This is an optimization exercise on Yosys and OpenROAD, whose aim is small area and a short achievable clock period, not a production implementation.
The RTL was checked by simulation tests, not by an equivalence proof against the original design.
Power figures rest on the tool's default switching activity, not on a simulated workload.

[flow/flow/run.sh]
#!/bin/bash
set -euo pipefail
cd "$(dirname "$0")/.."
bash standard.sh "BUFFER_PORTS_ARGS=-buffer_cell sky130_fd_sc_hd__buf_1" \
    SETUP_SLACK_MARGIN=6 TNS_END_PERCENT=5 finish > orfs_make.log 2>&1
[flow/standard.sh]
#!/bin/bash
# synth_recipe.tcl (not shown) runs the flow's synth.tcl, then flattens the netlist and writes it again
# the make line also repeats each setting of config.mk as NAME=value (left out here)
make -C /OpenROAD-flow-scripts/flow DESIGN_CONFIG=/design/flow/config.mk WORK_HOME=/design/flow/orfs CLKGATE_MAP_FILE= SYNTH_SCRIPT=/design/flow/synth_recipe.tcl "${@:-finish}"
[flow/config.mk]
export PLATFORM = sky130hd
export DESIGN_NAME = systolic_array
export DESIGN_NICKNAME = systolic_array
export VERILOG_FILES = /design/flow/design.v
export SDC_FILE = /design/flow/constraint.sdc
export NUM_CORES = 4
export LEC_CHECK = 0
export CAP_MARGIN = 20
export CORE_MARGIN = 2
export CORE_UTILIZATION = 60
export SLEW_MARGIN = 20
export SYNTH_HIERARCHICAL = 1
export SYNTH_MINIMUM_KEEP_SIZE = 0
[flow/constraint.sdc]
create_clock -name core_clock -period 10.0 [get_ports {clk}]
set_input_delay 2.0000 -clock core_clock [delete_from_list [all_inputs] [get_ports {clk}]]
set_output_delay 2.0000 -clock core_clock [all_outputs]
set_load 0.01 [all_outputs]
[flow/design.v]
`timescale 1ns/100ps
module mac_unit (
    input         clk,
    input         clr,
    input  [7:0]  xn,
    input  [7:0]  wn,
    output [23:0] acc
);
reg [15:0] acc_lo;
reg [7:0]  acc_hi;
reg        cy;
wire [7:0] u, t;
genvar k;
generate for (k = 1; k < 8; k = k + 1) begin : inc
    assign u[k] = &acc_hi[k-1:0];
    nand2_cell tn (cy, u[k], t[k]);
end endgenerate
assign u[0] = 1'b1;
assign t[0] = ~cy;
wire [7:0] hi = ~(acc_hi ^ t);
assign acc = {hi, acc_lo};
wire pp0_0 = ~(xn[0] | wn[0]);
wire pp0_1 = ~(xn[0] | wn[1]);
wire pp0_2 = ~(xn[0] | wn[2]);
wire pp0_3 = ~(xn[0] | wn[3]);
wire pp0_4 = ~(xn[0] | wn[4]);
wire pp0_5 = ~(xn[0] | wn[5]);
wire pp0_6 = ~(xn[0] | wn[6]);
wire pp0_7 = ~(xn[0] | wn[7]);
wire pp1_0 = ~(xn[1] | wn[0]);
wire pp1_1 = ~(xn[1] | wn[1]);
wire pp1_2 = ~(xn[1] | wn[2]);
wire pp1_3 = ~(xn[1] | wn[3]);
wire pp1_4 = ~(xn[1] | wn[4]);
wire pp1_5 = ~(xn[1] | wn[5]);
wire pp1_6 = ~(xn[1] | wn[6]);
wire pp1_7 = ~(xn[1] | wn[7]);
wire pp2_0 = ~(xn[2] | wn[0]);
wire pp2_1 = ~(xn[2] | wn[1]);
wire pp2_2 = ~(xn[2] | wn[2]);
wire pp2_3 = ~(xn[2] | wn[3]);
wire pp2_4 = ~(xn[2] | wn[4]);
wire pp2_5 = ~(xn[2] | wn[5]);
wire pp2_6 = ~(xn[2] | wn[6]);
wire pp2_7 = ~(xn[2] | wn[7]);
wire pp3_0 = ~(xn[3] | wn[0]);
wire pp3_1 = ~(xn[3] | wn[1]);
wire pp3_2 = ~(xn[3] | wn[2]);
wire pp3_3 = ~(xn[3] | wn[3]);
wire pp3_4 = ~(xn[3] | wn[4]);
wire pp3_5 = ~(xn[3] | wn[5]);
wire pp3_6 = ~(xn[3] | wn[6]);
wire pp3_7 = ~(xn[3] | wn[7]);
wire pp4_0 = ~(xn[4] | wn[0]);
wire pp4_1 = ~(xn[4] | wn[1]);
wire pp4_2 = ~(xn[4] | wn[2]);
wire pp4_3 = ~(xn[4] | wn[3]);
wire pp4_4 = ~(xn[4] | wn[4]);
wire pp4_5 = ~(xn[4] | wn[5]);
wire pp4_6 = ~(xn[4] | wn[6]);
wire pp4_7 = ~(xn[4] | wn[7]);
wire pp5_0 = ~(xn[5] | wn[0]);
wire pp5_1 = ~(xn[5] | wn[1]);
wire pp5_2 = ~(xn[5] | wn[2]);
wire pp5_3 = ~(xn[5] | wn[3]);
wire pp5_4 = ~(xn[5] | wn[4]);
wire pp5_5 = ~(xn[5] | wn[5]);
wire pp5_6 = ~(xn[5] | wn[6]);
wire pp5_7 = ~(xn[5] | wn[7]);
wire pp6_0 = ~(xn[6] | wn[0]);
wire pp6_1 = ~(xn[6] | wn[1]);
wire pp6_2 = ~(xn[6] | wn[2]);
wire pp6_3 = ~(xn[6] | wn[3]);
wire pp6_4 = ~(xn[6] | wn[4]);
wire pp6_5 = ~(xn[6] | wn[5]);
wire pp6_6 = ~(xn[6] | wn[6]);
wire pp6_7 = ~(xn[6] | wn[7]);
wire pp7_0 = ~(xn[7] | wn[0]);
wire pp7_1 = ~(xn[7] | wn[1]);
wire pp7_2 = ~(xn[7] | wn[2]);
wire pp7_3 = ~(xn[7] | wn[3]);
wire pp7_4 = ~(xn[7] | wn[4]);
wire pp7_5 = ~(xn[7] | wn[5]);
wire pp7_6 = ~(xn[7] | wn[6]);
wire pp7_7 = ~(xn[7] | wn[7]);
wire hs0, hc0;
ha_cell ha0 (acc_lo[5], pp0_5, hs0, hc0);
wire fs0, fc0;
fa_cell fa0 (acc_lo[6], pp0_6, pp1_5, fs0, fc0);
wire hs1, hc1;
ha_cell ha1 (pp2_4, pp3_3, hs1, hc1);
wire fs1, fc1;
fa_cell fa1 (acc_lo[7], pp0_7, pp1_6, fs1, fc1);
wire fs2, fc2;
fa_cell fa2 (pp2_5, pp3_4, pp4_3, fs2, fc2);
wire hs2, hc2;
ha_cell ha2 (pp5_2, pp6_1, hs2, hc2);
wire fs3, fc3;
fa_cell fa3 (acc_lo[8], pp1_7, pp2_6, fs3, fc3);
wire fs4, fc4;
fa_cell fa4 (pp3_5, pp4_4, pp5_3, fs4, fc4);
wire hs3, hc3;
ha_cell ha3 (pp6_2, pp7_1, hs3, hc3);
wire fs5, fc5;
fa_cell fa5 (acc_lo[9], pp2_7, pp3_6, fs5, fc5);
wire fs6, fc6;
fa_cell fa6 (pp4_5, pp5_4, pp6_3, fs6, fc6);
wire fs7, fc7;
fa_cell fa7 (acc_lo[10], pp3_7, pp4_6, fs7, fc7);
wire hs4, hc4;
ha_cell ha4 (acc_lo[3], pp0_3, hs4, hc4);
wire fs8, fc8;
fa_cell fa8 (acc_lo[4], pp0_4, pp1_3, fs8, fc8);
wire hs5, hc5;
ha_cell ha5 (pp2_2, pp3_1, hs5, hc5);
wire fs9, fc9;
fa_cell fa9 (pp1_4, pp2_3, pp3_2, fs9, fc9);
wire fs10, fc10;
fa_cell fa10 (pp4_1, pp5_0, hs0, fs10, fc10);
wire fs11, fc11;
fa_cell fa11 (pp4_2, pp5_1, pp6_0, fs11, fc11);
wire fs12, fc12;
fa_cell fa12 (hc0, hs1, fs0, fs12, fc12);
wire fs13, fc13;
fa_cell fa13 (pp7_0, hc1, hs2, fs13, fc13);
wire fs14, fc14;
fa_cell fa14 (fc0, fs1, fs2, fs14, fc14);
wire fs15, fc15;
fa_cell fa15 (hc2, hs3, fc1, fs15, fc15);
wire fs16, fc16;
fa_cell fa16 (fc2, fs3, fs4, fs16, fc16);
wire fs17, fc17;
fa_cell fa17 (pp7_2, hc3, fc3, fs17, fc17);
wire fs18, fc18;
fa_cell fa18 (fc4, fs5, fs6, fs18, fc18);
wire fs19, fc19;
fa_cell fa19 (pp5_5, pp6_4, pp7_3, fs19, fc19);
wire fs20, fc20;
fa_cell fa20 (fc5, fc6, fs7, fs20, fc20);
wire fs21, fc21;
fa_cell fa21 (acc_lo[11], pp4_7, pp5_6, fs21, fc21);
wire fs22, fc22;
fa_cell fa22 (pp6_5, pp7_4, fc7, fs22, fc22);
wire fs23, fc23;
fa_cell fa23 (acc_lo[12], pp5_7, pp6_6, fs23, fc23);
wire hs6, hc6;
ha_cell ha6 (acc_lo[2], pp0_2, hs6, hc6);
wire fs24, fc24;
fa_cell fa24 (pp1_2, pp2_1, pp3_0, fs24, fc24);
wire fs25, fc25;
fa_cell fa25 (pp4_0, hc4, hs5, fs25, fc25);
wire fs26, fc26;
fa_cell fa26 (hc5, fc8, fs9, fs26, fc26);
wire fs27, fc27;
fa_cell fa27 (fc9, fs11, fc10, fs27, fc27);
wire fs28, fc28;
fa_cell fa28 (fc11, fs13, fc12, fs28, fc28);
wire fs29, fc29;
fa_cell fa29 (fc13, fc14, fs15, fs29, fc29);
wire fs30, fc30;
fa_cell fa30 (fc15, fc16, fs17, fs30, fc30);
wire fs31, fc31;
fa_cell fa31 (fs19, fc17, fc18, fs31, fc31);
wire fs32, fc32;
fa_cell fa32 (fc19, fs21, fc20, fs32, fc32);
wire fs33, fc33;
fa_cell fa33 (pp7_5, fc21, fs23, fs33, fc33);
wire fs34, fc34;
fa_cell fa34 (acc_lo[13], pp6_7, pp7_6, fs34, fc34);
wire hs7, hc7;
ha_cell ha7 (acc_lo[1], pp0_1, hs7, hc7);
wire fs35, fc35;
fa_cell fa35 (pp1_1, pp2_0, hs6, fs35, fc35);
wire fs36, fc36;
fa_cell fa36 (hc6, hs4, fs24, fs36, fc36);
wire fs37, fc37;
fa_cell fa37 (fc24, fs8, fs25, fs37, fc37);
wire fs38, fc38;
fa_cell fa38 (fc25, fs10, fs26, fs38, fc38);
wire fs39, fc39;
fa_cell fa39 (fc26, fs12, fs27, fs39, fc39);
wire fs40, fc40;
fa_cell fa40 (fs14, fc27, fs28, fs40, fc40);
wire fs41, fc41;
fa_cell fa41 (fs16, fc28, fs29, fs41, fc41);
wire fs42, fc42;
fa_cell fa42 (fs18, fc29, fs30, fs42, fc42);
wire fs43, fc43;
fa_cell fa43 (fs20, fc30, fs31, fs43, fc43);
wire fs44, fc44;
fa_cell fa44 (fs22, fc31, fs32, fs44, fc44);
wire fs45, fc45;
fa_cell fa45 (fc22, fs33, fc32, fs45, fc45);
wire fs46, fc46;
fa_cell fa46 (fc23, fs34, fc33, fs46, fc46);
wire fs47, fc47;
fa_cell fa47 (acc_lo[14], pp7_7, fc34, fs47, fc47);
wire sumg0, sump0;
ha_cell sumha0 (acc_lo[0], pp0_0, sump0, sumg0);
wire sumg1, sump1;
ha_cell sumha1 (pp1_0, hs7, sump1, sumg1);
wire sumg2, sump2;
ha_cell sumha2 (hc7, fs35, sump2, sumg2);
wire sumg3, sump3;
ha_cell sumha3 (fc35, fs36, sump3, sumg3);
wire sumg4, sump4;
ha_cell sumha4 (fc36, fs37, sump4, sumg4);
wire sumg5, sump5;
ha_cell sumha5 (fc37, fs38, sump5, sumg5);
wire sumg6, sump6;
ha_cell sumha6 (fc38, fs39, sump6, sumg6);
wire sumg7, sump7;
ha_cell sumha7 (fc39, fs40, sump7, sumg7);
wire sumg8, sump8;
ha_cell sumha8 (fc40, fs41, sump8, sumg8);
wire sumg9, sump9;
ha_cell sumha9 (fc41, fs42, sump9, sumg9);
wire sumg10, sump10;
ha_cell sumha10 (fc42, fs43, sump10, sumg10);
wire sumg11, sump11;
ha_cell sumha11 (fc43, fs44, sump11, sumg11);
wire sumg12, sump12;
ha_cell sumha12 (fc44, fs45, sump12, sumg12);
wire sumg13, sump13;
ha_cell sumha13 (fs46, fc45, sump13, sumg13);
wire sumg14, sump14;
ha_cell sumha14 (fs47, fc46, sump14, sumg14);
wire sumg15, sump15;
ha_cell sumha15 (acc_lo[15], fc47, sump15, sumg15);
wire sumn0;
aoi21_cell sumn0_g (sump1, sumg0, sumg1, sumn0);
wire sumn1;
nand2_cell sumn1_p (sump1, sump0, sumn1);
wire sumn2;
aoi21_cell sumn2_g (sump3, sumg2, sumg3, sumn2);
wire sumn3;
nand2_cell sumn3_p (sump3, sump2, sumn3);
wire sumn4;
aoi21_cell sumn4_g (sump5, sumg4, sumg5, sumn4);
wire sumn5;
nand2_cell sumn5_p (sump5, sump4, sumn5);
wire sumn6;
aoi21_cell sumn6_g (sump7, sumg6, sumg7, sumn6);
wire sumn7;
nand2_cell sumn7_p (sump7, sump6, sumn7);
wire sumn8;
aoi21_cell sumn8_g (sump9, sumg8, sumg9, sumn8);
wire sumn9;
nand2_cell sumn9_p (sump9, sump8, sumn9);
wire sumn10;
aoi21_cell sumn10_g (sump11, sumg10, sumg11, sumn10);
wire sumn11;
nand2_cell sumn11_p (sump11, sump10, sumn11);
wire sumn12;
aoi21_cell sumn12_g (sump13, sumg12, sumg13, sumn12);
wire sumn13;
nand2_cell sumn13_p (sump13, sump12, sumn13);
wire sumn14;
aoi21_cell sumn14_g (sump15, sumg14, sumg15, sumn14);
wire sumn15;
nand2_cell sumn15_p (sump15, sump14, sumn15);
wire sumn16;
wire sumn17;
inv_cell sumn17_i (sumn0, sumn17);
aoi21_cell sumn16_g (sump2, sumn17, sumg2, sumn16);
wire sumn18;
wire sumn19;
inv_cell sumn19_i (sumn1, sumn19);
nand2_cell sumn18_p (sump2, sumn19, sumn18);
wire sumn20;
oai21_cell sumn20_g (sumn3, sumn0, sumn2, sumn20);
wire sumn21;
nor2_cell sumn21_p (sumn3, sumn1, sumn21);
wire sumn22;
wire sumn23;
inv_cell sumn23_i (sumn4, sumn23);
aoi21_cell sumn22_g (sump6, sumn23, sumg6, sumn22);
wire sumn24;
wire sumn25;
inv_cell sumn25_i (sumn5, sumn25);
nand2_cell sumn24_p (sump6, sumn25, sumn24);
wire sumn26;
oai21_cell sumn26_g (sumn7, sumn4, sumn6, sumn26);
wire sumn27;
nor2_cell sumn27_p (sumn7, sumn5, sumn27);
wire sumn28;
wire sumn29;
inv_cell sumn29_i (sumn8, sumn29);
aoi21_cell sumn28_g (sump10, sumn29, sumg10, sumn28);
wire sumn30;
wire sumn31;
inv_cell sumn31_i (sumn9, sumn31);
nand2_cell sumn30_p (sump10, sumn31, sumn30);
wire sumn32;
oai21_cell sumn32_g (sumn11, sumn8, sumn10, sumn32);
wire sumn33;
nor2_cell sumn33_p (sumn11, sumn9, sumn33);
wire sumn34;
wire sumn35;
inv_cell sumn35_i (sumn12, sumn35);
aoi21_cell sumn34_g (sump14, sumn35, sumg14, sumn34);
wire sumn36;
wire sumn37;
inv_cell sumn37_i (sumn13, sumn37);
nand2_cell sumn36_p (sump14, sumn37, sumn36);
wire sumn38;
oai21_cell sumn38_g (sumn15, sumn12, sumn14, sumn38);
wire sumn39;
nor2_cell sumn39_p (sumn15, sumn13, sumn39);
wire sumn40;
aoi21_cell sumn40_g (sump4, sumn20, sumg4, sumn40);
wire sumn41;
nand2_cell sumn41_p (sump4, sumn21, sumn41);
wire sumn42;
wire sumn43;
inv_cell sumn43_i (sumn20, sumn43);
oai21_cell sumn42_g (sumn5, sumn43, sumn4, sumn42);
wire sumn44;
wire sumn45;
inv_cell sumn45_i (sumn21, sumn45);
nor2_cell sumn44_p (sumn5, sumn45, sumn44);
wire sumn46;
oai21_cell sumn46_g (sumn24, sumn43, sumn22, sumn46);
wire sumn47;
nor2_cell sumn47_p (sumn24, sumn45, sumn47);
wire sumn48;
aoi21_cell sumn48_g (sumn27, sumn20, sumn26, sumn48);
wire sumn49;
nand2_cell sumn49_p (sumn27, sumn21, sumn49);
wire sumn50;
aoi21_cell sumn50_g (sump12, sumn32, sumg12, sumn50);
wire sumn51;
nand2_cell sumn51_p (sump12, sumn33, sumn51);
wire sumn52;
wire sumn53;
inv_cell sumn53_i (sumn32, sumn53);
oai21_cell sumn52_g (sumn13, sumn53, sumn12, sumn52);
wire sumn54;
wire sumn55;
inv_cell sumn55_i (sumn33, sumn55);
nor2_cell sumn54_p (sumn13, sumn55, sumn54);
wire sumn56;
oai21_cell sumn56_g (sumn36, sumn53, sumn34, sumn56);
wire sumn57;
nor2_cell sumn57_p (sumn36, sumn55, sumn57);
wire sumn58;
aoi21_cell sumn58_g (sumn39, sumn32, sumn38, sumn58);
wire sumn59;
nand2_cell sumn59_p (sumn39, sumn33, sumn59);
wire sumn60;
wire sumn61;
inv_cell sumn61_i (sumn48, sumn61);
aoi21_cell sumn60_g (sump8, sumn61, sumg8, sumn60);
wire sumn62;
wire sumn63;
inv_cell sumn63_i (sumn49, sumn63);
nand2_cell sumn62_p (sump8, sumn63, sumn62);
wire sumn64;
oai21_cell sumn64_g (sumn9, sumn48, sumn8, sumn64);
wire sumn65;
nor2_cell sumn65_p (sumn9, sumn49, sumn65);
wire sumn66;
oai21_cell sumn66_g (sumn30, sumn48, sumn28, sumn66);
wire sumn67;
nor2_cell sumn67_p (sumn30, sumn49, sumn67);
wire sumn68;
aoi21_cell sumn68_g (sumn33, sumn61, sumn32, sumn68);
wire sumn69;
nand2_cell sumn69_p (sumn33, sumn63, sumn69);
wire sumn70;
oai21_cell sumn70_g (sumn51, sumn48, sumn50, sumn70);
wire sumn71;
nor2_cell sumn71_p (sumn51, sumn49, sumn71);
wire sumn72;
aoi21_cell sumn72_g (sumn54, sumn61, sumn52, sumn72);
wire sumn73;
nand2_cell sumn73_p (sumn54, sumn63, sumn73);
wire sumn74;
aoi21_cell sumn74_g (sumn57, sumn61, sumn56, sumn74);
wire sumn75;
nand2_cell sumn75_p (sumn57, sumn63, sumn75);
wire sumn76;
oai21_cell sumn76_g (sumn59, sumn48, sumn58, sumn76);
wire sumn77;
nor2_cell sumn77_p (sumn59, sumn49, sumn77);
wire [16:0] sum = {sumn76, ~(sump15 ^ sumn74), ~(sump14 ^ sumn72), sump13 ^ sumn70, ~(sump12 ^ sumn68), sump11 ^ sumn66, sump10 ^ sumn64, ~(sump9 ^ sumn60), ~(sump8 ^ sumn48), sump7 ^ sumn46, sump6 ^ sumn42, ~(sump5 ^ sumn40), sump4 ^ sumn20, ~(sump3 ^ sumn16), ~(sump2 ^ sumn0), sump1 ^ sumg0, sump0};
always @(posedge clk) begin
    if (clr) begin
        acc_lo <= 16'd0;
        acc_hi <= 8'd0;
        cy     <= 1'b0;
    end else begin
        acc_lo <= sum[15:0];
        acc_hi <= hi;
        cy     <= sum[16];
    end
end
endmodule
module mac_unit0 (
    input         clk,
    input         clr,
    input  [7:0]  x,
    input  [7:0]  w,
    output [23:0] sum
);
wire [23:0] acc = sum;
reg r_sumg0, r_sump0, r_sumn0, r_sumn1, r_sumn20, r_sumn22, r_sumn24, r_sumn25, r_sumn50, r_sumn51, r_sumn52, r_sumn54, r_sumn56, r_sumn57, r_sumn58, r_sumn59, r_sumg8, r_sump8, r_sumn8, r_sumn9, r_sumn32, r_sumn34, r_sumn36, r_sumn37, r_sumn60, r_sumn61, r_sumn62, r_sumn64, r_sumn66, r_sumn67, r_sumn68, r_sumn69, r_acc16, r_sumn16, r_sumn44, r_sumn46, r_sumn70, r_sumn71, r_sumn73, r_sumn74, r_sump1, r_sump2, r_sump3, r_sump4, r_sump5, r_sump6, r_sump7, r_sump9, r_sump10, r_sump11, r_sump12, r_sump13, r_sump14, r_sump15, r_acc17, r_acc18, r_acc19, r_acc20, r_acc21, r_acc22, r_acc23;
wire pp0_0 = x[0] & w[0];
wire pp0_1 = x[0] & w[1];
wire pp0_2 = x[0] & w[2];
wire pp0_3 = x[0] & w[3];
wire pp0_4 = x[0] & w[4];
wire pp0_5 = x[0] & w[5];
wire pp0_6 = x[0] & w[6];
wire pp0_7 = x[0] & w[7];
wire pp1_0 = x[1] & w[0];
wire pp1_1 = x[1] & w[1];
wire pp1_2 = x[1] & w[2];
wire pp1_3 = x[1] & w[3];
wire pp1_4 = x[1] & w[4];
wire pp1_5 = x[1] & w[5];
wire pp1_6 = x[1] & w[6];
wire pp1_7 = x[1] & w[7];
wire pp2_0 = x[2] & w[0];
wire pp2_1 = x[2] & w[1];
wire pp2_2 = x[2] & w[2];
wire pp2_3 = x[2] & w[3];
wire pp2_4 = x[2] & w[4];
wire pp2_5 = x[2] & w[5];
wire pp2_6 = x[2] & w[6];
wire pp2_7 = x[2] & w[7];
wire pp3_0 = x[3] & w[0];
wire pp3_1 = x[3] & w[1];
wire pp3_2 = x[3] & w[2];
wire pp3_3 = x[3] & w[3];
wire pp3_4 = x[3] & w[4];
wire pp3_5 = x[3] & w[5];
wire pp3_6 = x[3] & w[6];
wire pp3_7 = x[3] & w[7];
wire pp4_0 = x[4] & w[0];
wire pp4_1 = x[4] & w[1];
wire pp4_2 = x[4] & w[2];
wire pp4_3 = x[4] & w[3];
wire pp4_4 = x[4] & w[4];
wire pp4_5 = x[4] & w[5];
wire pp4_6 = x[4] & w[6];
wire pp4_7 = x[4] & w[7];
wire pp5_0 = x[5] & w[0];
wire pp5_1 = x[5] & w[1];
wire pp5_2 = x[5] & w[2];
wire pp5_3 = x[5] & w[3];
wire pp5_4 = x[5] & w[4];
wire pp5_5 = x[5] & w[5];
wire pp5_6 = x[5] & w[6];
wire pp5_7 = x[5] & w[7];
wire pp6_0 = x[6] & w[0];
wire pp6_1 = x[6] & w[1];
wire pp6_2 = x[6] & w[2];
wire pp6_3 = x[6] & w[3];
wire pp6_4 = x[6] & w[4];
wire pp6_5 = x[6] & w[5];
wire pp6_6 = x[6] & w[6];
wire pp6_7 = x[6] & w[7];
wire pp7_0 = x[7] & w[0];
wire pp7_1 = x[7] & w[1];
wire pp7_2 = x[7] & w[2];
wire pp7_3 = x[7] & w[3];
wire pp7_4 = x[7] & w[4];
wire pp7_5 = x[7] & w[5];
wire pp7_6 = x[7] & w[6];
wire pp7_7 = x[7] & w[7];
wire hs0, hc0;
ha_cell ha0 (acc[5], pp0_5, hs0, hc0);
wire fs0, fc0;
fa_cell fa0 (acc[6], pp0_6, pp1_5, fs0, fc0);
wire hs1, hc1;
ha_cell ha1 (pp2_4, pp3_3, hs1, hc1);
wire fs1, fc1;
fa_cell fa1 (acc[7], pp0_7, pp1_6, fs1, fc1);
wire fs2, fc2;
fa_cell fa2 (pp2_5, pp3_4, pp4_3, fs2, fc2);
wire hs2, hc2;
ha_cell ha2 (pp5_2, pp6_1, hs2, hc2);
wire fs3, fc3;
fa_cell fa3 (acc[8], pp1_7, pp2_6, fs3, fc3);
wire fs4, fc4;
fa_cell fa4 (pp3_5, pp4_4, pp5_3, fs4, fc4);
wire hs3, hc3;
ha_cell ha3 (pp6_2, pp7_1, hs3, hc3);
wire fs5, fc5;
fa_cell fa5 (acc[9], pp2_7, pp3_6, fs5, fc5);
wire fs6, fc6;
fa_cell fa6 (pp4_5, pp5_4, pp6_3, fs6, fc6);
wire fs7, fc7;
fa_cell fa7 (acc[10], pp3_7, pp4_6, fs7, fc7);
wire hs4, hc4;
ha_cell ha4 (acc[3], pp0_3, hs4, hc4);
wire fs8, fc8;
fa_cell fa8 (acc[4], pp0_4, pp1_3, fs8, fc8);
wire hs5, hc5;
ha_cell ha5 (pp2_2, pp3_1, hs5, hc5);
wire fs9, fc9;
fa_cell fa9 (pp1_4, pp2_3, pp3_2, fs9, fc9);
wire fs10, fc10;
fa_cell fa10 (pp4_1, pp5_0, hs0, fs10, fc10);
wire fs11, fc11;
fa_cell fa11 (pp4_2, pp5_1, pp6_0, fs11, fc11);
wire fs12, fc12;
fa_cell fa12 (hc0, hs1, fs0, fs12, fc12);
wire fs13, fc13;
fa_cell fa13 (pp7_0, hc1, hs2, fs13, fc13);
wire fs14, fc14;
fa_cell fa14 (fc0, fs1, fs2, fs14, fc14);
wire fs15, fc15;
fa_cell fa15 (hc2, hs3, fc1, fs15, fc15);
wire fs16, fc16;
fa_cell fa16 (fc2, fs3, fs4, fs16, fc16);
wire fs17, fc17;
fa_cell fa17 (pp7_2, hc3, fc3, fs17, fc17);
wire fs18, fc18;
fa_cell fa18 (fc4, fs5, fs6, fs18, fc18);
wire fs19, fc19;
fa_cell fa19 (pp5_5, pp6_4, pp7_3, fs19, fc19);
wire fs20, fc20;
fa_cell fa20 (fc5, fc6, fs7, fs20, fc20);
wire fs21, fc21;
fa_cell fa21 (acc[11], pp4_7, pp5_6, fs21, fc21);
wire fs22, fc22;
fa_cell fa22 (pp6_5, pp7_4, fc7, fs22, fc22);
wire fs23, fc23;
fa_cell fa23 (acc[12], pp5_7, pp6_6, fs23, fc23);
wire hs6, hc6;
ha_cell ha6 (acc[2], pp0_2, hs6, hc6);
wire fs24, fc24;
fa_cell fa24 (pp1_2, pp2_1, pp3_0, fs24, fc24);
wire fs25, fc25;
fa_cell fa25 (pp4_0, hc4, hs5, fs25, fc25);
wire fs26, fc26;
fa_cell fa26 (hc5, fc8, fs9, fs26, fc26);
wire fs27, fc27;
fa_cell fa27 (fc9, fs11, fc10, fs27, fc27);
wire fs28, fc28;
fa_cell fa28 (fc11, fs13, fc12, fs28, fc28);
wire fs29, fc29;
fa_cell fa29 (fc13, fc14, fs15, fs29, fc29);
wire fs30, fc30;
fa_cell fa30 (fc15, fc16, fs17, fs30, fc30);
wire fs31, fc31;
fa_cell fa31 (fs19, fc17, fc18, fs31, fc31);
wire fs32, fc32;
fa_cell fa32 (fc19, fs21, fc20, fs32, fc32);
wire fs33, fc33;
fa_cell fa33 (pp7_5, fc21, fs23, fs33, fc33);
wire fs34, fc34;
fa_cell fa34 (acc[13], pp6_7, pp7_6, fs34, fc34);
wire hs7, hc7;
ha_cell ha7 (acc[1], pp0_1, hs7, hc7);
wire fs35, fc35;
fa_cell fa35 (pp1_1, pp2_0, hs6, fs35, fc35);
wire fs36, fc36;
fa_cell fa36 (hc6, hs4, fs24, fs36, fc36);
wire fs37, fc37;
fa_cell fa37 (fc24, fs8, fs25, fs37, fc37);
wire fs38, fc38;
fa_cell fa38 (fc25, fs10, fs26, fs38, fc38);
wire fs39, fc39;
fa_cell fa39 (fc26, fs12, fs27, fs39, fc39);
wire fs40, fc40;
fa_cell fa40 (fs14, fc27, fs28, fs40, fc40);
wire fs41, fc41;
fa_cell fa41 (fs16, fc28, fs29, fs41, fc41);
wire fs42, fc42;
fa_cell fa42 (fs18, fc29, fs30, fs42, fc42);
wire fs43, fc43;
fa_cell fa43 (fs20, fc30, fs31, fs43, fc43);
wire fs44, fc44;
fa_cell fa44 (fs22, fc31, fs32, fs44, fc44);
wire fs45, fc45;
fa_cell fa45 (fc22, fs33, fc32, fs45, fc45);
wire fs46, fc46;
fa_cell fa46 (fc23, fs34, fc33, fs46, fc46);
wire fs47, fc47;
fa_cell fa47 (acc[14], pp7_7, fc34, fs47, fc47);
wire sumg0, sump0;
ha_cell sumha0 (acc[0], pp0_0, sump0, sumg0);
wire sumg1, sump1;
ha_cell sumha1 (pp1_0, hs7, sump1, sumg1);
wire sumg2, sump2;
ha_cell sumha2 (hc7, fs35, sump2, sumg2);
wire sumg3, sump3;
ha_cell sumha3 (fc35, fs36, sump3, sumg3);
wire sumg4, sump4;
ha_cell sumha4 (fc36, fs37, sump4, sumg4);
wire sumg5, sump5;
ha_cell sumha5 (fc37, fs38, sump5, sumg5);
wire sumg6, sump6;
ha_cell sumha6 (fc38, fs39, sump6, sumg6);
wire sumg7, sump7;
ha_cell sumha7 (fc39, fs40, sump7, sumg7);
wire sumg8, sump8;
ha_cell sumha8 (fc40, fs41, sump8, sumg8);
wire sumg9, sump9;
ha_cell sumha9 (fc41, fs42, sump9, sumg9);
wire sumg10, sump10;
ha_cell sumha10 (fc42, fs43, sump10, sumg10);
wire sumg11, sump11;
ha_cell sumha11 (fc43, fs44, sump11, sumg11);
wire sumg12, sump12;
ha_cell sumha12 (fc44, fs45, sump12, sumg12);
wire sumg13, sump13;
ha_cell sumha13 (fs46, fc45, sump13, sumg13);
wire sumg14, sump14;
ha_cell sumha14 (fs47, fc46, sump14, sumg14);
wire sumg15, sump15;
ha_cell sumha15 (acc[15], fc47, sump15, sumg15);
wire sumn0;
aoi21_cell sumn0_g (sump1, sumg0, sumg1, sumn0);
wire sumn1;
nand2_cell sumn1_p (sump1, sump0, sumn1);
wire sumn2;
aoi21_cell sumn2_g (sump3, sumg2, sumg3, sumn2);
wire sumn3;
nand2_cell sumn3_p (sump3, sump2, sumn3);
wire sumn4;
aoi21_cell sumn4_g (sump5, sumg4, sumg5, sumn4);
wire sumn5;
nand2_cell sumn5_p (sump5, sump4, sumn5);
wire sumn6;
aoi21_cell sumn6_g (sump7, sumg6, sumg7, sumn6);
wire sumn7;
nand2_cell sumn7_p (sump7, sump6, sumn7);
wire sumn8;
aoi21_cell sumn8_g (sump9, sumg8, sumg9, sumn8);
wire sumn9;
nand2_cell sumn9_p (sump9, sump8, sumn9);
wire sumn10;
aoi21_cell sumn10_g (sump11, sumg10, sumg11, sumn10);
wire sumn11;
nand2_cell sumn11_p (sump11, sump10, sumn11);
wire sumn12;
aoi21_cell sumn12_g (sump13, sumg12, sumg13, sumn12);
wire sumn13;
nand2_cell sumn13_p (sump13, sump12, sumn13);
wire sumn14;
aoi21_cell sumn14_g (sump15, sumg14, sumg15, sumn14);
wire sumn15;
nand2_cell sumn15_p (sump15, sump14, sumn15);
wire sumn16;
nand2_cell sumn16_p (acc[17], acc[16], sumn16);
wire sumn17;
nand2_cell sumn17_p (acc[19], acc[18], sumn17);
wire sumn18;
nand2_cell sumn18_p (acc[21], acc[20], sumn18);
wire sumn19;
nand2_cell sumn19_p (acc[23], acc[22], sumn19);
wire sumn20;
wire sumn21;
inv_cell sumn21_i (sumn0, sumn21);
aoi21_cell sumn20_g (sump2, sumn21, sumg2, sumn20);
wire sumn22;
wire sumn23;
inv_cell sumn23_i (sumn1, sumn23);
nand2_cell sumn22_p (sump2, sumn23, sumn22);
wire sumn24;
oai21_cell sumn24_g (sumn3, sumn0, sumn2, sumn24);
wire sumn25;
nor2_cell sumn25_p (sumn3, sumn1, sumn25);
wire sumn26;
wire sumn27;
inv_cell sumn27_i (sumn4, sumn27);
aoi21_cell sumn26_g (sump6, sumn27, sumg6, sumn26);
wire sumn28;
wire sumn29;
inv_cell sumn29_i (sumn5, sumn29);
nand2_cell sumn28_p (sump6, sumn29, sumn28);
wire sumn30;
oai21_cell sumn30_g (sumn7, sumn4, sumn6, sumn30);
wire sumn31;
nor2_cell sumn31_p (sumn7, sumn5, sumn31);
wire sumn32;
wire sumn33;
inv_cell sumn33_i (sumn8, sumn33);
aoi21_cell sumn32_g (sump10, sumn33, sumg10, sumn32);
wire sumn34;
wire sumn35;
inv_cell sumn35_i (sumn9, sumn35);
nand2_cell sumn34_p (sump10, sumn35, sumn34);
wire sumn36;
oai21_cell sumn36_g (sumn11, sumn8, sumn10, sumn36);
wire sumn37;
nor2_cell sumn37_p (sumn11, sumn9, sumn37);
wire sumn38;
wire sumn39;
inv_cell sumn39_i (sumn12, sumn39);
aoi21_cell sumn38_g (sump14, sumn39, sumg14, sumn38);
wire sumn40;
wire sumn41;
inv_cell sumn41_i (sumn13, sumn41);
nand2_cell sumn40_p (sump14, sumn41, sumn40);
wire sumn42;
oai21_cell sumn42_g (sumn15, sumn12, sumn14, sumn42);
wire sumn43;
nor2_cell sumn43_p (sumn15, sumn13, sumn43);
wire sumn44;
wire sumn45;
inv_cell sumn45_i (sumn16, sumn45);
nand2_cell sumn44_p (acc[18], sumn45, sumn44);
wire sumn46;
nor2_cell sumn46_p (sumn17, sumn16, sumn46);
wire sumn47;
wire sumn48;
inv_cell sumn48_i (sumn18, sumn48);
nand2_cell sumn47_p (acc[22], sumn48, sumn47);
wire sumn49;
nor2_cell sumn49_p (sumn19, sumn18, sumn49);
wire sumn50;
aoi21_cell sumn50_g (sump4, sumn24, sumg4, sumn50);
wire sumn51;
nand2_cell sumn51_p (sump4, sumn25, sumn51);
wire sumn52;
wire sumn53;
inv_cell sumn53_i (sumn24, sumn53);
oai21_cell sumn52_g (sumn5, sumn53, sumn4, sumn52);
wire sumn54;
wire sumn55;
inv_cell sumn55_i (sumn25, sumn55);
nor2_cell sumn54_p (sumn5, sumn55, sumn54);
wire sumn56;
oai21_cell sumn56_g (sumn28, sumn53, sumn26, sumn56);
wire sumn57;
nor2_cell sumn57_p (sumn28, sumn55, sumn57);
wire sumn58;
aoi21_cell sumn58_g (sumn31, sumn24, sumn30, sumn58);
wire sumn59;
nand2_cell sumn59_p (sumn31, sumn25, sumn59);
wire sumn60;
aoi21_cell sumn60_g (sump12, sumn36, sumg12, sumn60);
wire sumn61;
nand2_cell sumn61_p (sump12, sumn37, sumn61);
wire sumn62;
wire sumn63;
inv_cell sumn63_i (sumn36, sumn63);
oai21_cell sumn62_g (sumn13, sumn63, sumn12, sumn62);
wire sumn64;
wire sumn65;
inv_cell sumn65_i (sumn37, sumn65);
nor2_cell sumn64_p (sumn13, sumn65, sumn64);
wire sumn66;
oai21_cell sumn66_g (sumn40, sumn63, sumn38, sumn66);
wire sumn67;
nor2_cell sumn67_p (sumn40, sumn65, sumn67);
wire sumn68;
aoi21_cell sumn68_g (sumn43, sumn36, sumn42, sumn68);
wire sumn69;
nand2_cell sumn69_p (sumn43, sumn37, sumn69);
wire sumn70;
nand2_cell sumn70_p (acc[20], sumn46, sumn70);
wire sumn71;
wire sumn72;
inv_cell sumn72_i (sumn46, sumn72);
nor2_cell sumn71_p (sumn18, sumn72, sumn71);
wire sumn73;
nor2_cell sumn73_p (sumn47, sumn72, sumn73);
wire sumn74;
nand2_cell sumn74_p (sumn49, sumn46, sumn74);
always @(posedge clk) begin
    if (clr) begin
        r_sumg0 <= 1'b0;
        r_sump0 <= 1'b0;
        r_sumn0 <= 1'b1;
        r_sumn1 <= 1'b1;
        r_sumn20 <= 1'b1;
        r_sumn22 <= 1'b1;
        r_sumn24 <= 1'b0;
        r_sumn25 <= 1'b0;
        r_sumn50 <= 1'b1;
        r_sumn51 <= 1'b1;
        r_sumn52 <= 1'b0;
        r_sumn54 <= 1'b0;
        r_sumn56 <= 1'b0;
        r_sumn57 <= 1'b0;
        r_sumn58 <= 1'b1;
        r_sumn59 <= 1'b1;
        r_sumg8 <= 1'b0;
        r_sump8 <= 1'b0;
        r_sumn8 <= 1'b1;
        r_sumn9 <= 1'b1;
        r_sumn32 <= 1'b1;
        r_sumn34 <= 1'b1;
        r_sumn36 <= 1'b0;
        r_sumn37 <= 1'b0;
        r_sumn60 <= 1'b1;
        r_sumn61 <= 1'b1;
        r_sumn62 <= 1'b0;
        r_sumn64 <= 1'b0;
        r_sumn66 <= 1'b0;
        r_sumn67 <= 1'b0;
        r_sumn68 <= 1'b1;
        r_sumn69 <= 1'b1;
        r_acc16 <= 1'b0;
        r_sumn16 <= 1'b1;
        r_sumn44 <= 1'b1;
        r_sumn46 <= 1'b0;
        r_sumn70 <= 1'b1;
        r_sumn71 <= 1'b0;
        r_sumn73 <= 1'b0;
        r_sumn74 <= 1'b1;
        r_sump1 <= 1'b0;
        r_sump2 <= 1'b0;
        r_sump3 <= 1'b0;
        r_sump4 <= 1'b0;
        r_sump5 <= 1'b0;
        r_sump6 <= 1'b0;
        r_sump7 <= 1'b0;
        r_sump9 <= 1'b0;
        r_sump10 <= 1'b0;
        r_sump11 <= 1'b0;
        r_sump12 <= 1'b0;
        r_sump13 <= 1'b0;
        r_sump14 <= 1'b0;
        r_sump15 <= 1'b0;
        r_acc17 <= 1'b0;
        r_acc18 <= 1'b0;
        r_acc19 <= 1'b0;
        r_acc20 <= 1'b0;
        r_acc21 <= 1'b0;
        r_acc22 <= 1'b0;
        r_acc23 <= 1'b0;
    end else begin
        r_sumg0 <= sumg0;
        r_sump0 <= sump0;
        r_sumn0 <= sumn0;
        r_sumn1 <= sumn1;
        r_sumn20 <= sumn20;
        r_sumn22 <= sumn22;
        r_sumn24 <= sumn24;
        r_sumn25 <= sumn25;
        r_sumn50 <= sumn50;
        r_sumn51 <= sumn51;
        r_sumn52 <= sumn52;
        r_sumn54 <= sumn54;
        r_sumn56 <= sumn56;
        r_sumn57 <= sumn57;
        r_sumn58 <= sumn58;
        r_sumn59 <= sumn59;
        r_sumg8 <= sumg8;
        r_sump8 <= sump8;
        r_sumn8 <= sumn8;
        r_sumn9 <= sumn9;
        r_sumn32 <= sumn32;
        r_sumn34 <= sumn34;
        r_sumn36 <= sumn36;
        r_sumn37 <= sumn37;
        r_sumn60 <= sumn60;
        r_sumn61 <= sumn61;
        r_sumn62 <= sumn62;
        r_sumn64 <= sumn64;
        r_sumn66 <= sumn66;
        r_sumn67 <= sumn67;
        r_sumn68 <= sumn68;
        r_sumn69 <= sumn69;
        r_acc16 <= acc[16];
        r_sumn16 <= sumn16;
        r_sumn44 <= sumn44;
        r_sumn46 <= sumn46;
        r_sumn70 <= sumn70;
        r_sumn71 <= sumn71;
        r_sumn73 <= sumn73;
        r_sumn74 <= sumn74;
        r_sump1 <= sump1;
        r_sump2 <= sump2;
        r_sump3 <= sump3;
        r_sump4 <= sump4;
        r_sump5 <= sump5;
        r_sump6 <= sump6;
        r_sump7 <= sump7;
        r_sump9 <= sump9;
        r_sump10 <= sump10;
        r_sump11 <= sump11;
        r_sump12 <= sump12;
        r_sump13 <= sump13;
        r_sump14 <= sump14;
        r_sump15 <= sump15;
        r_acc17 <= acc[17];
        r_acc18 <= acc[18];
        r_acc19 <= acc[19];
        r_acc20 <= acc[20];
        r_acc21 <= acc[21];
        r_acc22 <= acc[22];
        r_acc23 <= acc[23];
    end
end
wire sumn75;
wire sumn76;
inv_cell sumn76_i (r_sumn58, sumn76);
aoi21_cell sumn75_g (r_sump8, sumn76, r_sumg8, sumn75);
wire sumn77;
wire sumn78;
inv_cell sumn78_i (r_sumn59, sumn78);
nand2_cell sumn77_p (r_sump8, sumn78, sumn77);
wire sumn79;
oai21_cell sumn79_g (r_sumn9, r_sumn58, r_sumn8, sumn79);
wire sumn80;
nor2_cell sumn80_p (r_sumn9, r_sumn59, sumn80);
wire sumn81;
oai21_cell sumn81_g (r_sumn34, r_sumn58, r_sumn32, sumn81);
wire sumn82;
nor2_cell sumn82_p (r_sumn34, r_sumn59, sumn82);
wire sumn83;
aoi21_cell sumn83_g (r_sumn37, sumn76, r_sumn36, sumn83);
wire sumn84;
nand2_cell sumn84_p (r_sumn37, sumn78, sumn84);
wire sumn85;
oai21_cell sumn85_g (r_sumn61, r_sumn58, r_sumn60, sumn85);
wire sumn86;
nor2_cell sumn86_p (r_sumn61, r_sumn59, sumn86);
wire sumn87;
aoi21_cell sumn87_g (r_sumn64, sumn76, r_sumn62, sumn87);
wire sumn88;
nand2_cell sumn88_p (r_sumn64, sumn78, sumn88);
wire sumn89;
aoi21_cell sumn89_g (r_sumn67, sumn76, r_sumn66, sumn89);
wire sumn90;
nand2_cell sumn90_p (r_sumn67, sumn78, sumn90);
wire sumn91;
oai21_cell sumn91_g (r_sumn69, r_sumn58, r_sumn68, sumn91);
wire sumn92;
nor2_cell sumn92_p (r_sumn69, r_sumn59, sumn92);
wire sumn93;
nand2_cell sumn93_g (r_acc16, sumn91, sumn93);
wire sumn94;
nand2_cell sumn94_p (r_acc16, sumn92, sumn94);
wire sumn95;
wire sumn96;
inv_cell sumn96_i (sumn91, sumn96);
nor2_cell sumn95_g (r_sumn16, sumn96, sumn95);
wire sumn97;
wire sumn98;
inv_cell sumn98_i (sumn92, sumn98);
nor2_cell sumn97_p (r_sumn16, sumn98, sumn97);
wire sumn99;
nor2_cell sumn99_g (r_sumn44, sumn96, sumn99);
wire sumn100;
nor2_cell sumn100_p (r_sumn44, sumn98, sumn100);
wire sumn101;
nand2_cell sumn101_g (r_sumn46, sumn91, sumn101);
wire sumn102;
nand2_cell sumn102_p (r_sumn46, sumn92, sumn102);
wire sumn103;
nor2_cell sumn103_g (r_sumn70, sumn96, sumn103);
wire sumn104;
nor2_cell sumn104_p (r_sumn70, sumn98, sumn104);
wire sumn105;
nand2_cell sumn105_g (r_sumn71, sumn91, sumn105);
wire sumn106;
nand2_cell sumn106_p (r_sumn71, sumn92, sumn106);
wire sumn107;
nand2_cell sumn107_g (r_sumn73, sumn91, sumn107);
wire sumn108;
nand2_cell sumn108_p (r_sumn73, sumn92, sumn108);
wire sumn109;
nor2_cell sumn109_g (r_sumn74, sumn96, sumn109);
wire sumn110;
nor2_cell sumn110_p (r_sumn74, sumn98, sumn110);
assign sum = {~(r_acc23 ^ sumn107), ~(r_acc22 ^ sumn105), r_acc21 ^ sumn103, ~(r_acc20 ^ sumn101), r_acc19 ^ sumn99, r_acc18 ^ sumn95, ~(r_acc17 ^ sumn93), r_acc16 ^ sumn91, ~(r_sump15 ^ sumn89), ~(r_sump14 ^ sumn87), r_sump13 ^ sumn85, ~(r_sump12 ^ sumn83), r_sump11 ^ sumn81, r_sump10 ^ sumn79, ~(r_sump9 ^ sumn75), ~(r_sump8 ^ r_sumn58), r_sump7 ^ r_sumn56, r_sump6 ^ r_sumn52, ~(r_sump5 ^ r_sumn50), r_sump4 ^ r_sumn24, ~(r_sump3 ^ r_sumn20), ~(r_sump2 ^ r_sumn0), r_sump1 ^ r_sumg0, r_sump0};
endmodule
module fa_cell (input a, input b, input c, output s, output co);
assign s = a ^ b ^ c;
assign co = (a & b) | (a & c) | (b & c);
endmodule
module ha_cell (input a, input b, output s, output co);
assign s = a ^ b;
assign co = a & b;
endmodule
module aoi21_cell (input a1, input a2, input b1, output y);
assign y = ~((a1 & a2) | b1);
endmodule
module oai21_cell (input a1, input a2, input b1, output y);
assign y = ~((a1 | a2) & b1);
endmodule
module nand2_cell (input a, input b, output y);
assign y = ~(a & b);
endmodule
module nor2_cell (input a, input b, output y);
assign y = ~(a | b);
endmodule
module inv_cell (input a, output y);
assign y = ~a;
endmodule
`timescale 1ns/100ps
module systolic_array #(
    parameter NUM_ROW = 8,
    parameter NUM_COL = 8,
    parameter IN_WORD_SIZE = 8,
    parameter OUT_WORD_SIZE = 24
)(
    input                                           clk,
    input                                           rst,
    input      [NUM_COL*IN_WORD_SIZE-1:0]           top_inputs,
    input      [NUM_ROW*IN_WORD_SIZE-1:0]           left_inputs,
    output reg                                      compute_done,
    output reg [OUT_WORD_SIZE-1:0]                  cycles_count,
    output     [0:OUT_WORD_SIZE*NUM_ROW*NUM_COL-1]  pe_register_vals
);
localparam W = IN_WORD_SIZE;
localparam ND = NUM_ROW + NUM_COL - 2;    
always @(posedge clk) begin
    if (rst)
        cycles_count <= 0;
    else
        cycles_count <= cycles_count + 1;
end
always @(posedge clk) begin
    if (rst)
        compute_done <= 1'b0;
    else if (cycles_count == 22)
        compute_done <= 1'b1;
end
reg [ND-1:0] rst_hist;
always @(posedge clk)
    rst_hist <= {rst_hist[ND-2:0] | {(ND-1){rst}}, rst};
wire [ND:0] clr = {rst_hist | {ND{rst}}, rst};
genvar i, j;
generate
for (i = 0; i < NUM_ROW; i = i + 1) begin : row
    localparam N = i + NUM_COL - 1;
    reg  [W*N-1:0] dl;
    wire [W*(N+1)-1:0] st = {dl, ~left_inputs[W*i +: W]};
    always @(posedge clk)
        dl <= st[W*N-1:0];
end
for (j = 0; j < NUM_COL; j = j + 1) begin : col
    localparam N = j + NUM_ROW - 1;
    reg  [W*N-1:0] dl;
    wire [W*(N+1)-1:0] st = {dl, ~top_inputs[W*j +: W]};
    always @(posedge clk)
        dl <= st[W*N-1:0];
end
for (i = 0; i < NUM_ROW; i = i + 1) begin : pr
    for (j = 0; j < NUM_COL; j = j + 1) begin : pc
        if (i + j == 0) begin : g0
            mac_unit0 pe (
                .clk (clk),
                .clr (clr[0]),
                .x   (left_inputs[0 +: W]),
                .w   (top_inputs[0 +: W]),
                .sum (pe_register_vals[0 +: OUT_WORD_SIZE])
            );
        end else begin : g
            mac_unit pe (
                .clk (clk),
                .clr (clr[i+j]),
                .xn  (row[i].st[W*(i+j) +: W]),
                .wn  (col[j].st[W*(i+j) +: W]),
                .acc (pe_register_vals[OUT_WORD_SIZE*(NUM_COL*i+j) +: OUT_WORD_SIZE])
            );
        end
    end
end
endgenerate
endmodule
==> key figures, run 1 <==
Outcome
  • Outcome: finished clean

Layout
  • Design Area, Final: 233000 um2
  • Most frequent cells in the layout: nor2_1, fa_1, dfxtp_1
  • Layout cells sized above 1: 14.0%
  • Area growth syn-to-layout: 11.4%
  • Layout Cells excl Fill: 26.8k
  • Nets: 26.7k
  • Commonest non-fill, non-tap cell in the layout: nor2_1
  • Fillers: 27.8k

Placement
  • Placed cells: 26.0k
  • Port buffer count: 1690
  • DP HPWL: 500 mm
  • GPL Wtd Cong: 0.947
  • Post-DP Area: 217000 um2

Route
  • Total Wirelength: 621 mm
  • Residual DRC: 0
  • Via count: 147k
  • Detailed Route Iter0 Violations: 8922
  • Detailed Routing Iterations Pass 1: 6
  • Post-route ant nets: 0
  • WL/cell: 23.2 um
  • Via/cell ratio: 5.49

Global route
  • Remaining Overflow, GRT: 0
  • Pin count of the biggest net entering global routing: 80
  • Vias in the first global route: 154k
  • Initial antenna violation count: 39
  • Global-route wire length before repair: 945 mm
  • All-Layer GR Usage: 35.2%

STA
  • Slew margin rel.: 30.9%
  • RSZ-0062 raised after global routing: true
  • Worst Skew: 0.0358 ns
  • Final Hold Viols: 0
  • Least-Margin Pin Slew: 1.04 ns
  • Minimum clock period: 4.30 ns
  • Final setup vio count: 0
  • Post-route clock period utilization: 43.0%
  • Max Clock Freq: 232 MHz
  • Setup_tns: 0 ns
  • Max-slew violation count: 0

Yosys
  • Average size of a mapped cell: 10.0 um2
  • Compound-cell area share of the yosys netlist: 7.24%
  • Synth unique cells: 39
  • Mapped Area: 209000 um2
  • Yosys top cell by area: fa_1
  • Synth Area in Adders: 38.6%
  • Synthesis Warnings: 9
  • Flops & latches, synth: 3011
  • Post-synth top area share: 29.4%
  • Register area share after synthesis: 28.8%
  • EDFF count, synth: 0
  • Simple-Gate Fraction of Synth Area: 15.6%
  • Top post-synthesis cells by area: fa_1, dfxtp_1, nor2_1
  • Post-synthesis async set-or-reset flop share: 0%
  • Syn nets: 25.6k
  • Dominant synthesized flop cell: dfxtp_1
  • Mux contribution to synthesized area: 0%
  • Largest family of logic cells by synthesized area: adder cells
  • Syn Inst Count: 20.9k
  • Xor and xnor area share after synthesis: 6.21%

CTS
  • Root Buffer: clkbuf_16
  • CTS Buf Count: 336
  • Clk pin slew, worst setup/hold paths: 0.06 ns
  • Clk buf depth: 4
  • Htree depth: 5
  • Clk sinks: 3011
  • CTS tree: yes
  • Skew-Pair Late Insertion Delay: 0.97 ns

Floorplan
  • Floorplan core area: 347000 um2
  • I/O Pins: 1691
  • Die Height: 595 um
  • Die area: 354000 um2
  • Die W: 595 um
  • Site Rows: 216
  • Initial Util: 60.4%

Critical path
  • Crit-path max cell delay: 0.33 ns
  • Critical setup path kind: reg -> out
  • CP Data Required Time: 8.00 ns
  • Max FO, Critical Path: 3
  • CP max-delay cell: dfxtp_2
  • Cell family with most CP delay: simple AND/OR/NAND/NOR gates
  • Setup crit start kind: flop
  • Worst EP arrival: 2.30 ns
  • Top cell by count, worst path: and4_4
  • Bufs and invs on worst path: 1
  • Crit-path cells: and4_4 > and4_4 > nand2_4 > xnor2_4 > buf_6
  • CP endpoint kind: output port

Power and ir drop
  • Maximum VDD drop: 0.283 mV
  • Leakage power: 103 nW
  • PwrDens: 209 nW/um2

Run
  • Max Cap Viol: 0

Worst hold path
  • Worst hold path class: reg -> reg
## worst register-to-register path, stage by stage (launching register included)
cell	delay (ns)
dfxtp_1	0.61
nor2_1	0.11
fa_1	0.46
fa_1	0.43
fa_1	0.57
fa_1	0.43
ha_1	0.34
a21oi_2	0.14
o21ai_1	0.08
a21oi_2	0.30
inv_1	0.21
a21oi_2	0.19
xor2_1	0.15
nor2_1	0.05
## Yosys stat by module, one instance, submodules excluded
module	times used	cell area [um2]
systolic_array	1	28900
nor2_cell	326	3.75
nand2_cell	1219	3.75
mac_unit	63	1180
ha_cell	1536	12.5
fa_cell	3072	20.0
mac_unit0	1	2040
aoi21_cell	1280	8.76
inv_cell	708	3.75
oai21_cell	768	5.00
## area by class of cell
cell class              instances  area [um2]  area share (%)
inverters                     841        3160            1.35
multi-input cells           15900      143000            61.4
well taps                    4578        5730            2.45
clock buffers                 429        9330            4.00
clock inverters               184        2510            1.08
diodes                         19        47.5          0.0204
repair buffers               1844        7790            3.34
flip-flops and latches       3011       61500            26.3
## cells in the mapped netlist (130+ instances only)
master and number:
nor2_1 5319, fa_1 3072, dfxtp_1 3011, ha_1 1538, a21oi_2 1280, nand2_1 1225
clkbuf_1 1012, xnor2_1 900, inv_1 841, o21ai_1 768, nor2b_1 668, xor2_1 585
buf_2 130
## through the flow
stage / power, mW / utilization [%] / hold WS, ns / setup slack, ns
after floorplan: 30.4 / - / 0.310 / 5.10
after global placement: 34.2 / 62.7 / 0.310 / 4.59
after detailed placement: 34.4 / 62.7 / 0.312 / 4.55
after CTS: 47.9 / 66.5 / 0.306 / 5.65
after global routing: 52.2 / 67.3 / 0.320 / 5.62
final: 48.7 / 67.3 / 0.318 / 5.70
## registers in the layout (all words and copies together) (netlist names), 14 cells and up
register           count
row.dl               672
rst_hist              14
pr.pc.g.pe.acc_lo   1008
pr.pc.g.pe.cy         63
cycles_count          24
pr.pc.g.pe.acc_hi    504
col.dl               672
## cell families (layout without fill, tap and decap cells)
logic type | after synthesis | count (layout)
compound gates | 2067 | 2067
other cells | 0 | 19
buf+inv | 1987 | 3298
xor+xnor | 1485 | 1485
flops | 3011 | 3011
simple gates | 7725 | 7725
fa+ha+maj | 4610 | 4610
## power breakdown
group | switching (mW) | leakage, nW | internal [mW] | total (mW)
clock network | 5.49 | 5.74 | 7.84 | 13.3
logic | 12.5 | 72.4 | 9.37 | 21.9
registers | 1.01 | 24.9 | 12.5 | 13.5
## timing repair
action,4_1_cts,5_1_grt
gates cloned,0,1
pin swaps,56,43
setup endpoints to repair,863,1037
setup buffers,58,74
resized for setup,286,946
hold buffers,0,0
## worst paths after layout
kind / from / slack, ns / depth (start not counted) / to
max: pr[3].pc[4].g.pe.acc_hi[3] / 5.70 / 5 / pe_register_vals[672]
min: col[7].dl[4] / 0.32 / 0 / col[7].dl[12]
max reg2reg: row[1].dl[33] / 5.79 / 13 / pr[1].pc[4].g.pe.acc_lo[14]
min reg2reg: col[7].dl[4] / 0.32 / 0 / col[7].dl[12]
## routing by layer
metal | vias to the layer above | routed length [um] | track usage, %
li1 | 67600 | - | -
met1 | 74100 | 233000 | 41.2
met2 | 4296 | 288000 | 56.9
met3 | 1157 | 54600 | 10.8
met4 | 14 | 45100 | 21.6
met5 | - | 89 | 0
==> run 2, diff against run 1 <==
--- a/flow/config.mk
+++ b/flow/config.mk
@@ -9,4 +9,6 @@
 export CORE_MARGIN = 2
 export CORE_UTILIZATION = 60
+export CTS_CLUSTER_DIAMETER = 100
+export CTS_CLUSTER_SIZE = 20
 export SLEW_MARGIN = 20
 export SYNTH_HIERARCHICAL = 1
==> run 2 against run 1 <==
  * Still clean on timing, DRC and antenna
  * Via count decreased by 0.93%
  * First-iteration DRC count decreased by 1.8%
  * Maximum frequency decreased by 0.21%
  * Combinational power about the same
  * Global-route usage decreased by 0.31 points
  * Utilization decreased by 1.9 points
  * Die area unchanged
  * Critical path depth unchanged
  * Non-clock buffer count decreased by 3
  * Power decreased by 11%
  * Count of clock-buffer cells in the layout decreased by 236
==> key figures, run 2 <==
Layout
  • Biggest regs: pr.pc.g.pe.acc_lo (1008), col.dl (672), row.dl (672)
  • Top reg by flops: pr.pc.g.pe.acc_lo
  • Design Area, Final: 227000 um2
  • Max FFs per register: 1008
  • Area growth syn-to-layout: 8.21%
  • Most frequent cells in the layout: nor2_1, fa_1, dfxtp_1
  • Commonest non-fill, non-tap cell in the layout: nor2_1
  • Layout cells sized above 1: 12.8%
  • Nets: 26.5k

Yosys
  • Top post-synthesis cells by area: fa_1, dfxtp_1, nor2_1
  • Post-synth top cells: nor2_1, fa_1, dfxtp_1, ha_1, a21oi_2
  • Simple-Gate Fraction of Synth Area: 15.6%
  • Yosys top cell by area: fa_1
  • Post-synthesis async set-or-reset flop share: 0%
  • Mux contribution to synthesized area: 0%
  • Syn Inst Count: 20.9k
  • Synth unique cells: 39
  • Most frequent cell after synthesis: nor2_1
  • Xor and xnor area share after synthesis: 6.21%
  • Register area share after synthesis: 28.8%
  • Compound-cell area share of the yosys netlist: 7.24%
  • Average size of a mapped cell: 10.0 um2
  • Flops & latches, synth: 3011
  • Mapped Area: 209000 um2
  • Largest family of logic cells by synthesized area: adder cells
  • Post-synth top area share: 29.4%
  • Syn nets: 25.6k
  • Dominant synthesized flop cell: dfxtp_1
  • EDFF count, synth: 0
  • Synth Area in Adders: 38.6%
  • Synthesis Warnings: 9

CTS
  • Clk buf depth: 4
  • Skew-Pair Late Insertion Delay: 0.95 ns
  • Root Buffer: clkbuf_16
  • Clk pin slew, worst setup/hold paths: 0.08 ns
  • Clk sinks: 3011
  • Cts hold-fix bufs: 0
  • CTS Buf Count: 181
  • Htree depth: 4
  • CTS tree: yes

Power and ir drop
  • Int Pwr: 25.3 mW
  • PwrDens: 191 nW/um2
  • Clock share of power: 18.2%
  • Gate power share: 50.7%
  • Reg power frac: 31.2%
  • NetSw: 17.9 mW
  • Net Sw Frac: 41.5%
  • Leakage power: 99.7 nW
  • Maximum VDD drop: 0.198 mV

STA
  • Final Hold Viols: 0
  • Slew margin rel.: 31.8%
  • Post-route clock period utilization: 43.1%
  • Minimum clock period: 4.31 ns
  • Least-Margin Pin Slew: 1.02 ns
  • Worst Skew: 0.0361 ns
  • Final setup vio count: 0
  • RSZ-0062 raised after global routing: true
  • Max-slew violation count: 0
  • Max Clock Freq: 232 MHz
  • Setup_tns: 0 ns

Floorplan
  • Die area: 354000 um2
  • Site Rows: 216
  • Floorplan core area: 347000 um2
  • Die Height: 595 um
  • Die W: 595 um
  • I/O Pins: 1691
  • Initial Util: 60.4%

Route
  • Detailed Routing Iterations Pass 1: 6
  • Residual DRC: 0
  • Detailed Route Iter0 Violations: 8762
  • Via/cell ratio: 5.52
  • Total Wirelength: 615 mm
  • WL/cell: 23.3 um
  • Via count: 146k
  • Post-route ant nets: 0

Critical path
  • CP max-delay cell: dfxtp_2
  • CP endpoint kind: output port
  • Critical setup path kind: reg -> out
  • Setup crit start kind: flop
  • CP Data Required Time: 8.00 ns
  • Top cell by count, worst path: and4_4
  • Worst EP arrival: 2.31 ns
  • Cell family with most CP delay: simple AND/OR/NAND/NOR gates
  • Crit-path cells: and4_4 > and4_4 > nand2_4 > xnor2_4 > buf_8
  • Max FO, Critical Path: 3
  • Bufs and invs on worst path: 1
  • Crit-path max cell delay: 0.34 ns

Global route
  • Pin count of the biggest net entering global routing: 80
  • All-Layer GR Usage: 34.9%
  • Vias in the first global route: 152k
  • Initial antenna violation count: 34
  • Remaining Overflow, GRT: 0
  • Global-route wire length before repair: 936 mm

Worst hold path
  • Worst hold path class: reg -> reg

Placement
  • Port buffer count: 1690
  • DP HPWL: 500 mm
  • GPL Wtd Cong: 0.947
  • Post-DP Area: 217000 um2

Outcome
  • Outcome: finished clean

Run
  • Max Cap Viol: 0
## run 2: cell counts after synthesis
Identical to the previous run, type by type.
## run 2: cell type report
class,instances,area (um2)
clock buffers,193,4680
repair buffers,1841,7760
well taps,4578,5730
diodes,25,62.6
multi-input cells,15900,143000
flip-flops and latches,3011,61600
clock inverters,37,440
inverters,841,3160
fillers,28600,120000
## run 2: power groups by stage
| stage | clock network [mW] | registers, mW | logic [mW] |
|---|---|---|---|
| final | 7.85 | 13.5 | 21.9 |
| after floorplan | 0 | 13.0 | 17.4 |
| after CTS | 8.04 | 13.5 | 20.9 |
| after detailed placement | 0 | 13.7 | 20.7 |
| after global routing | 8.43 | 13.5 | 24.6 |
| after global placement | 0 | 13.7 | 20.4 |
## run 2: final timing paths
path	cells after the start	to	start	slack, ns
max reg2reg	13	pr[1].pc[4].g.pe.acc_lo[14]	row[1].dl[36]	5.79
min	0	col[5].dl[36]	col[5].dl[28]	0.32
min reg2reg	0	col[5].dl[36]	col[5].dl[28]	0.32
max	5	pe_register_vals[672]	pr[3].pc[4].g.pe.acc_hi[3]	5.69
## run 2: worst reg2reg max path: stages, from the launching register on
cell     delay, ns
dfxtp_1       0.66
nor2_1        0.13
fa_1          0.52
fa_1          0.40
fa_1          0.51
fa_1          0.43
ha_1          0.39
nand2_1       0.09
o21ai_1       0.37
inv_1         0.11
o21ai_1       0.19
a21oi_2       0.06
xor2_1        0.16
nor2_1        0.05
## run 2: modules after synthesis (local to each module, per instance)
module,area [um2],flip-flops and latches,copies in the design
systolic_array,28900,1383,1
mac_unit0,2040,53,1
mac_unit,1180,25,63
fa_cell,20.0,0,3072
ha_cell,12.5,0,1536
aoi21_cell,8.76,0,1280
oai21_cell,5.00,0,768
inv_cell,3.75,0,708
nand2_cell,3.75,0,1219
nor2_cell,3.75,0,326
## run 2: cells by family after synthesis
family	count (synthesis)
simple gates	7725
fa+ha+maj	4610
flops	3011
compound gates	2067
buf+inv	1987
xor+xnor	1485
## run 2: timing repair
action	CTS	global route
gates cloned	0	1
setup buffers	50	79
pin swaps	55	43
setup endpoints to repair	858	1026
resized for setup	273	1007
## run 2: per-stage QoR
stage	setup WS, ns	cells	util, %	hold slack [ns]	power [mW]
3_5_place_dp	4.55	26000	62.7	0.312	34.4
2_1_floorplan	5.10	20900	-	0.310	30.4
4_1_cts	5.65	26300	64.5	0.318	42.4
5_1_grt	5.63	26400	65.3	0.320	46.6
3_3_place_gp	4.59	26000	62.7	0.310	34.2
6_report	5.69	26400	65.4	0.316	43.2
## run 2: metal layers
layer  vias to the layer above  global-route usage [%]  share of wire [%]
met2                      4200                    56.8                 47
met5                         -                       0              0.013
met1                     73500                    41.1                 38
met4                        12                    20.1                7.0
li1                      67100                       -                  -
met3                       988                    10.5                8.8

## static timing again, ports no longer ideal
The results above use ideal ports. As a check the final layouts listed here were re-extracted and re-timed, cells and wires unchanged.
Step 1: set_driving_cell puts a clkbuf_16 on clk and a buf_2 on each other input, an assumption about the parent block.
Step 2 times the ports against the registers' clock, not the clock port: input delays grow and output delays shrink by t, the midpoint of the rising clock arrivals with the driver on.
Three values: ideal ports, drivers, drivers and shift; two values: the first two.
| run | t, ns | setup slack, ns | worst hold slack (ns) |
|---|---|---|---|
| run 1 | 1.073 | 5.696 / 5.572 / 4.787 | 0.318 / 0.318 / 0.318 |
| run 2 | 1.059 | 5.687 / 5.564 / 4.800 | 0.316 / 0.316 / 0.316 |
After both steps every run listed still meets setup and hold. The setup slack of run 1, which loses most, moves by -0.124 ns with the drivers and by -0.909 ns with both steps.
